This design comes from an exercise in tuning for a short achievable clock period and few clock cycles on the open sky130 flow, not from production work.
The RTL was checked by simulation tests, not by an equivalence proof against the original design.

==> design.v <==
module multi_cpu(
    input wire clk,
    input wire reset,
    output wire [31:0] imem_addr,
    input wire [31:0] imem_rdata,
    output wire [31:0] dmem_addr,
    output wire [31:0] dmem_wdata,
    output wire dmem_we,
    input wire [31:0] dmem_rdata,
    output wire halted
    );
localparam R_ADD = 3'd0, R_OR = 3'd1, R_AND = 3'd2, R_SLL = 3'd3,
           R_SLT = 3'd4, R_IMM = 3'd5;
reg [31:0] pc;
reg        halt_r;
reg        x_valid;
reg [4:0]  x_dest;       
reg [31:0] x_a, x_b;     
reg        x_fam, x_faw, x_fbm, x_fbw;   
reg        x_lu;         
reg [31:0] x_imm;        
reg        x_bimm;       
reg        x_sub;
reg [2:0]  x_rsel;
reg [4:0]  x_sa;
reg [31:0] x_pc4;
reg        x_beq, x_bne, x_bgtz, x_jr, x_sw, x_lw, x_halt;
reg [4:0]  m_dest;
reg [31:0] m_res;
reg [31:0] m_wdata;
reg        m_we;
reg        m_lw;
reg [4:0]  w_dest;
reg [31:0] w_val;
reg [31:0] rf [1:31];
assign imem_addr  = pc;
assign dmem_addr  = m_res;
assign dmem_wdata = m_wdata;
assign dmem_we    = m_we;
assign halted     = halt_r;
wire [31:0] ins = imem_rdata;
wire [5:0] op = ins[31:26];
wire [4:0] f_rs = ins[25:21];
wire [4:0] f_rt = ins[20:16];
wire [4:0] f_rd = ins[15:11];
wire op_add  = (op == 6'b000000);
wire op_sub  = (op == 6'b000001);
wire op_addi = (op == 6'b000010);
wire op_or   = (op == 6'b010000);
wire op_and  = (op == 6'b010001);
wire op_ori  = (op == 6'b010010);
wire op_sll  = (op == 6'b011000);
wire op_slt  = (op == 6'b100110);
wire op_slti = (op == 6'b100111);
wire op_sw   = (op == 6'b110000);
wire op_lw   = (op == 6'b110001);
wire op_beq  = (op == 6'b110100);
wire op_bne  = (op == 6'b110101);
wire op_bgtz = (op == 6'b110110);
wire op_j    = (op == 6'b111000);
wire op_jr   = (op == 6'b111001);
wire op_jal  = (op == 6'b111010);
wire op_halt = (op == 6'b111111);
wire f_rtype = op_add | op_sub | op_or | op_and | op_slt | op_sll;
wire f_itype = op_addi | op_ori | op_slti | op_lw;
wire f_br    = op_beq | op_bne | op_bgtz;
wire [4:0] f_dest = f_rtype ? f_rd : f_itype ? f_rt : op_jal ? 5'd31 : 5'd0;
wire f_use_rs = (f_rtype & ~op_sll) | f_itype | op_sw | f_br | op_jr;
wire f_use_rt = f_rtype | op_sw | f_br;
wire [31:0] pc4 = pc + 32'd4;
wire [31:0] f_sext = {{16{ins[15]}}, ins[15:0]};
wire [31:0] f_imm  = op_jal ? pc4 : op_ori ? {16'b0, ins[15:0]} : f_sext;
wire [31:0] f_a = (f_rs == 5'd0) ? 32'd0 : rf[f_rs];
wire [31:0] f_b = (f_rt == 5'd0) ? 32'd0 : rf[f_rt];
wire stall = x_valid & x_lu;
wire [31:0] a = x_fam ? m_res : x_faw ? w_val : x_a;
wire [31:0] b = x_fbm ? m_res : x_fbw ? w_val : x_b;
wire [31:0] bop = x_bimm ? x_imm : b;
wire [31:0] sum = a + (x_sub ? ~bop : bop) + {31'b0, x_sub};
wire lt = (a[31] ^ bop[31]) ? a[31] : sum[31];
wire eq = (a == b);
reg [31:0] res;
always @(*) begin
    case (x_rsel)
        R_ADD:   res = sum;
        R_OR:    res = a | bop;
        R_AND:   res = a & bop;
        R_SLL:   res = b << x_sa;
        R_SLT:   res = {31'b0, lt};
        default: res = x_imm;
    endcase
end
wire br_taken = (x_beq & eq) | (x_bne & ~eq) | (x_bgtz & ~eq & ~sum[31]);
wire redirect = x_valid & ~x_lu & (br_taken | x_jr);
wire [31:0] br_target = x_pc4 + {x_imm[29:0], 2'b00};
wire [31:0] redir_pc = x_jr ? a : br_target;
wire x_go = x_valid & ~x_lu;           
wire kill_f = redirect | (x_valid & x_halt) | halt_r;
wire f_go = ~stall & ~kill_f;          
always @(posedge clk or posedge reset) begin
    if (reset)
        pc <= 32'd0;
    else if (redirect)
        pc <= redir_pc;
    else if (stall)
        pc <= pc;
    else if (op_j | op_jal)
        pc <= {pc4[31:28], ins[25:0], 2'b00};
    else
        pc <= pc4;
end
always @(posedge clk or posedge reset) begin
    if (reset)
        halt_r <= 1'b0;
    else if (x_valid & x_halt)
        halt_r <= 1'b1;
end
always @(posedge clk or posedge reset) begin
    if (reset)
        x_valid <= 1'b0;
    else if (stall)
        x_valid <= 1'b1;
    else
        x_valid <= f_go;
end
always @(posedge clk) begin
    if (stall) begin
        x_a   <= a;
        x_b   <= b;
        x_faw <= x_fam;
        x_fbw <= x_fbm;
        x_fam <= 1'b0;
        x_fbm <= 1'b0;
        x_lu  <= 1'b0;
    end else begin
        x_dest <= f_go ? f_dest : 5'd0;
        x_a    <= f_a;
        x_b    <= f_b;
        x_fam  <= (f_rs != 5'd0) & (f_rs == x_dest) & x_go;
        x_fbm  <= (f_rt != 5'd0) & (f_rt == x_dest) & x_go;
        x_faw  <= (f_rs != 5'd0) & (f_rs == m_dest);
        x_fbw  <= (f_rt != 5'd0) & (f_rt == m_dest);
        x_lu   <= x_go & x_lw & (x_dest != 5'd0) &
                  ((f_use_rs & (f_rs == x_dest)) | (f_use_rt & (f_rt == x_dest)));
        x_imm  <= f_imm;
        x_bimm <= f_itype | op_sw;
        x_sub  <= op_sub | op_slt | op_slti | f_br;
        x_rsel <= (op_or | op_ori) ? R_OR : op_and ? R_AND : op_sll ? R_SLL :
                  (op_slt | op_slti) ? R_SLT : op_jal ? R_IMM : R_ADD;
        x_sa   <= ins[10:6];
        x_pc4  <= pc4;
        x_beq  <= op_beq;
        x_bne  <= op_bne;
        x_bgtz <= op_bgtz;
        x_jr   <= op_jr;
        x_sw   <= op_sw;
        x_lw   <= op_lw;
        x_halt <= op_halt;
    end
end
always @(posedge clk or posedge reset) begin
    if (reset) begin
        m_we   <= 1'b0;
        m_dest <= 5'd0;
    end else begin
        m_we   <= x_go & x_sw;
        m_dest <= x_go ? x_dest : 5'd0;
    end
end
always @(posedge clk) begin
    m_res   <= res;
    m_wdata <= b;
    m_lw    <= x_lw;
end
wire [31:0] wb = m_lw ? dmem_rdata : m_res;
always @(posedge clk) begin
    w_dest <= m_dest;
    w_val  <= wb;
end
integer i;
always @(posedge clk or posedge reset) begin
    if (reset) begin
        for (i = 1; i < 32; i = i + 1)
            rf[i] <= 32'd0;
    end else if (m_dest != 5'd0) begin
        rf[m_dest] <= wb;
    end
end
endmodule
==> run.sh <==
#!/bin/bash
# synth_recipe.tcl (not shown) runs the flow's synth.tcl, then flattens the netlist and writes it again
# the make line also repeats each setting of config.mk as NAME=value (left out here)
make -C /OpenROAD-flow-scripts/flow DESIGN_CONFIG=/design/flow/config.mk WORK_HOME=/design/flow/orfs CLKGATE_MAP_FILE= SYNTH_SCRIPT=/design/flow/synth_recipe.tcl finish
==> config.mk <==
export PLATFORM = sky130hd
export DESIGN_NAME = multi_cpu
export DESIGN_NICKNAME = multi_cpu
export VERILOG_FILES = /design/flow/design.v
export SDC_FILE = /design/flow/constraint.sdc
export NUM_CORES = 4
export LEC_CHECK = 0
export CAP_MARGIN = 20
export CORE_MARGIN = 2
export CORE_UTILIZATION = 30
export SLEW_MARGIN = 20
==> constraint.sdc <==
create_clock -name core_clock -period 8.0 [get_ports {clk}]
set_input_delay 1.6000 -clock core_clock [delete_from_list [all_inputs] [get_ports {clk}]]
set_output_delay 1.6000 -clock core_clock [all_outputs]
set_load 0.01 [all_outputs]
==> flow_summary.json <==
{
  "setup_viol": 0,
  "r2r-end": "pc[12]",
  "min_path_type": "reg2reg",
  "drt_iter0_markers": 12166,
  "wire_per_inst_um": 34.02,
  "grt_use_total": 0.2986,
  "end_kind": "flop",
  "routed_wl_um": 343300,
  "rsz0062_at_grt": "false",
  "pwr_density_cell_nw_per_um2": 309.8,
  "yosysUniqueCellTypes": 85,
  "yosysTopAreaCell": "dfrtp_1",
  "synth_edf_count": 86,
  "synthTopCellsByArea": "dfrtp_1 40%, a21oi_1 7.1%, a22oi_1 5.6%",
  "ys_ff_latch": 1284,
  "fmax_ghz": 0.1559,
  "min_to": "m_lw",
  "num_rows": 171,
  "ant_nets": 0,
  "fin_crit_ps": 6415,
  "critical_path_arrival_ps": 7130,
  "clkLatencyLatePin_ps": 860,
  "fp.dieH_um": 470.5,
  "synth_nets": 7343,
  "ys.flop_type": "dfrtp_1",
  "dp_hpwl_um": 215300,
  "p_leak_nw": 28.95,
  "peakVddDrop_uv": 261.4,
  "post_cts_buffers": 0,
  "cts_tree": "yes",
  "hold_ws_ps": 394.5,
  "power_mw": 23.65,
  "place_congestion": 1.002,
  "ios": 164,
  "cts-hold-fix-buffers": 0,
  "slew_headroom": 0.09709,
  "clock_sinks": 1284,
  "portBuffers": 163,
  "via_per_inst": 6.469,
  "cts_resized": 0,
  "grt_antenna_before_repair": 18,
  "worst_r2r_startpoint": "x_fbm",
  "cts_buffer_depth": 3,
  "drv_slew": 0,
  "dr.pass1.iters": 14,
  "stdcell_count": 10093,
  "ctsRootBufferMaster": "clkbuf_16",
  "worst-path-max-fanout": 35,
  "final_nets": 7237,
  "overflow": 0,
  "cts.clk_slew.worst_paths_ps": 60,
  "critPathRequiredTime_ps": 8710,
  "htree_levels": 4,
  "die_area_um2": 221400,
  "status": "timing/DRC/antenna clean",
  "syn_area_per_cell_um2": 9.054,
  "tightest_slew_ps": 1351,
  "vias": 65296,
  "area_delta_synth_final_pct": 16.91,
  "syn_area_um2": 65290,
  "hold_path_depth": 0,
  "grt_max_degree": 178,
  "start_kind": "flop",
  "crit_type": "reg2reg",
  "fin_crit_sh": 0.8019,
  "drv_cap": 0,
  "die_w_um": 470.5,
  "syn_inst": 7211,
  "first_global_vias": 60804,
  "postSynth.asyncResetShare": 0.8037,
  "seq_area_frac_synth": 0.4860,
  "drcViolationCount": 0,
  "grt_pass1_wl_um": 475400,
  "worstHoldStart": "x_lw",
  "clock_skew_ps": 47.21,
  "rr_worst_depth": 17,
  "core_area_um2": 216700,
  "ff2ff_setup_slack_ps": 1580,
  "initial_utilization": 0.3012,
  "dp.cells": 9804,
  "synth_top_area_frac": 0.3956,
  "drive_above_1_share": 0.09970,
  "final-hold-violation-count": 0,
  "yosysWarnings": 2,
  "cts_buffers": 147
}
[how the worst max path moves through the flow]
| stage | from | endpoint | slack [ps] | cells after the start |
|---|---|---|---|---|
| after floorplan | reset | halt_r | -7830 | 1 |
| after global placement | x_fbw | pc[12] | 1920 | 18 |
| after detailed placement | x_fbm | pc[5] | 1770 | 17 |
| after CTS | x_fbm | pc[14] | 1740 | 17 |
| after global routing | x_fbm | pc[5] | 1370 | 17 |
| final | x_fbm | pc[12] | 1580 | 17 |
[registers in the layout, summed over array words and instances (netlist names), 3 cells and up]
signal and cells:
x_rsel 3, x_imm 32, m_dest 5, x_dest 5, x_a 32, m_res 32
x_sa 5, pc 32, x_pc4 32, m_wdata 32, rf 992, x_b 32
w_val 32
[kinds of logic after synthesis]
family                     share of synthesized area
and+or+nand+nor                               0.1333
muxes                                        0.03643
DFF                                           0.4860
xor gates and xnor gates                     0.02160
AOI/OAI and AO/OA                             0.2621
adders and majority gates                    0.01288
buffers and inverters                        0.04764
[per-layer routing]
| metal | up-vias | routed length, um | track usage |
|---|---|---|---|
| li1 | 26237 | - | - |
| met5 | - | 300 | 0.003461 |
| met4 | 20 | 23680 | 0.1640 |
| met2 | 5653 | 140100 | 0.4293 |
| met3 | 1619 | 51030 | 0.1264 |
| met1 | 31767 | 128300 | 0.3753 |
[through the flow]
| stage | area, um^2 | util | TNS, ps | setup slack (ps) |
|---|---|---|---|---|
| after floorplan | 65290 | - | -8076260 | -7826 |
| after global placement | 70840 | 0.3268 | 0 | 1924 |
| after detailed placement | 70910 | 0.3272 | 0 | 1767 |
| after CTS | 76090 | 0.3511 | 0 | 1737 |
| after global routing | 76290 | 0.3520 | 0 | 1366 |
| final | 76330 | 0.3522 | 0 | 1585 |
[Yosys cell counts, drive strengths merged, types with 64 or more instances]
cell type / count
xnor2: 108
inv: 136
nand2: 609
nand3: 89
buf: 68
a221oi: 183
dfrtp: 1032
a21oi: 927
nand4: 190
o21ai: 607
a222oi: 64
edfxtp: 86
mux2i: 163
dfxtp: 166
nor3: 93
a22o: 180
ha: 64
a22oi: 483
clkbuf: 595
nor2: 844
[worst max-delay path: stages (launching register included)]
cell,delay (ps)
dfxtp_2,1030
buf_4,390
mux2i_1,580
nor2_1,90
a21oi_1,270
xnor2_1,200
ha_1,310
a21oi_1,240
o21ai_0,170
a31oi_1,350
o21ai_0,220
o2111ai_1,390
nand2_1,160
o2111ai_1,270
o311a_2,650
buf_4,520
nor4_1,120
a221o_1,300
[area by class of cell]
cell class	instances	area, um^2
inverters	138	526.8
diodes	17	42.54
repair buffers	408	3799
clock inverters	60	1023
well taps	2854	3571
multi-input cells	5126	31470
fillers	21967	140400
flip-flops and latches	1284	31740
clock buffers	206	4161
[placed cells by master (no fill, tap or decap), drive strengths merged, types with 16 or more instances in the layout]
cell type	count
diode	17
nand2	609
xor2	53
nor2	844
edfxtp	86
xnor2	108
nor4	24
dfrtp	1032
a22o	180
o31ai	29
clkinv	32
or3	57
ha	64
a22oi	483
inv	143
o21a	23
buf	247
mux2	47
a211oi	17
a21o	27
a21oi	927
nand3	89
o211ai	24
a221oi	183
nand2b	23
dfxtp	166
nor3	93
clkdlybuf4s50	161
a222oi	64
bufinv	17
o22ai	16
mux2i	163
o21ai	607
nand4	190
clkbuf	206
[power breakdown]
| part | internal, mW | switching (mW) | total [mW] |
|---|---|---|---|
| clock | 4.24 | 3.05 | 7.29 |
| combinational | 2.50 | 4.57 | 7.07 |
| sequential | 7.82 | 1.47 | 9.29 |
Testbench counts, summed over its fixed seeds: cycles 24,648.

[static timing again, ports no longer ideal]
The results above use ideal ports. As a check the final layout listed here was re-extracted and re-timed, cells and wires unchanged. Step 1 sets driving cells, clkbuf_16 on the clock port and buf_2 on the other inputs (assumed; they add their load-dependent delay and slew). Step 2 times the ports against the registers' clock, not the clock port: input delays grow and output delays shrink by t, the midpoint of the rising clock arrivals with the driver on. Slacks: no drivers / after step 1 / after step 2; pairs: no drivers / after step 1.
t, ns: 0.920
setup slack, ns: 1.585 / 1.585 / 1.585
pins driven straight from the clock port: 1
After both steps this run still meets setup and hold. The setup slack of this run moves by 0.000 ns with the drivers and by 0.000 ns with both steps.
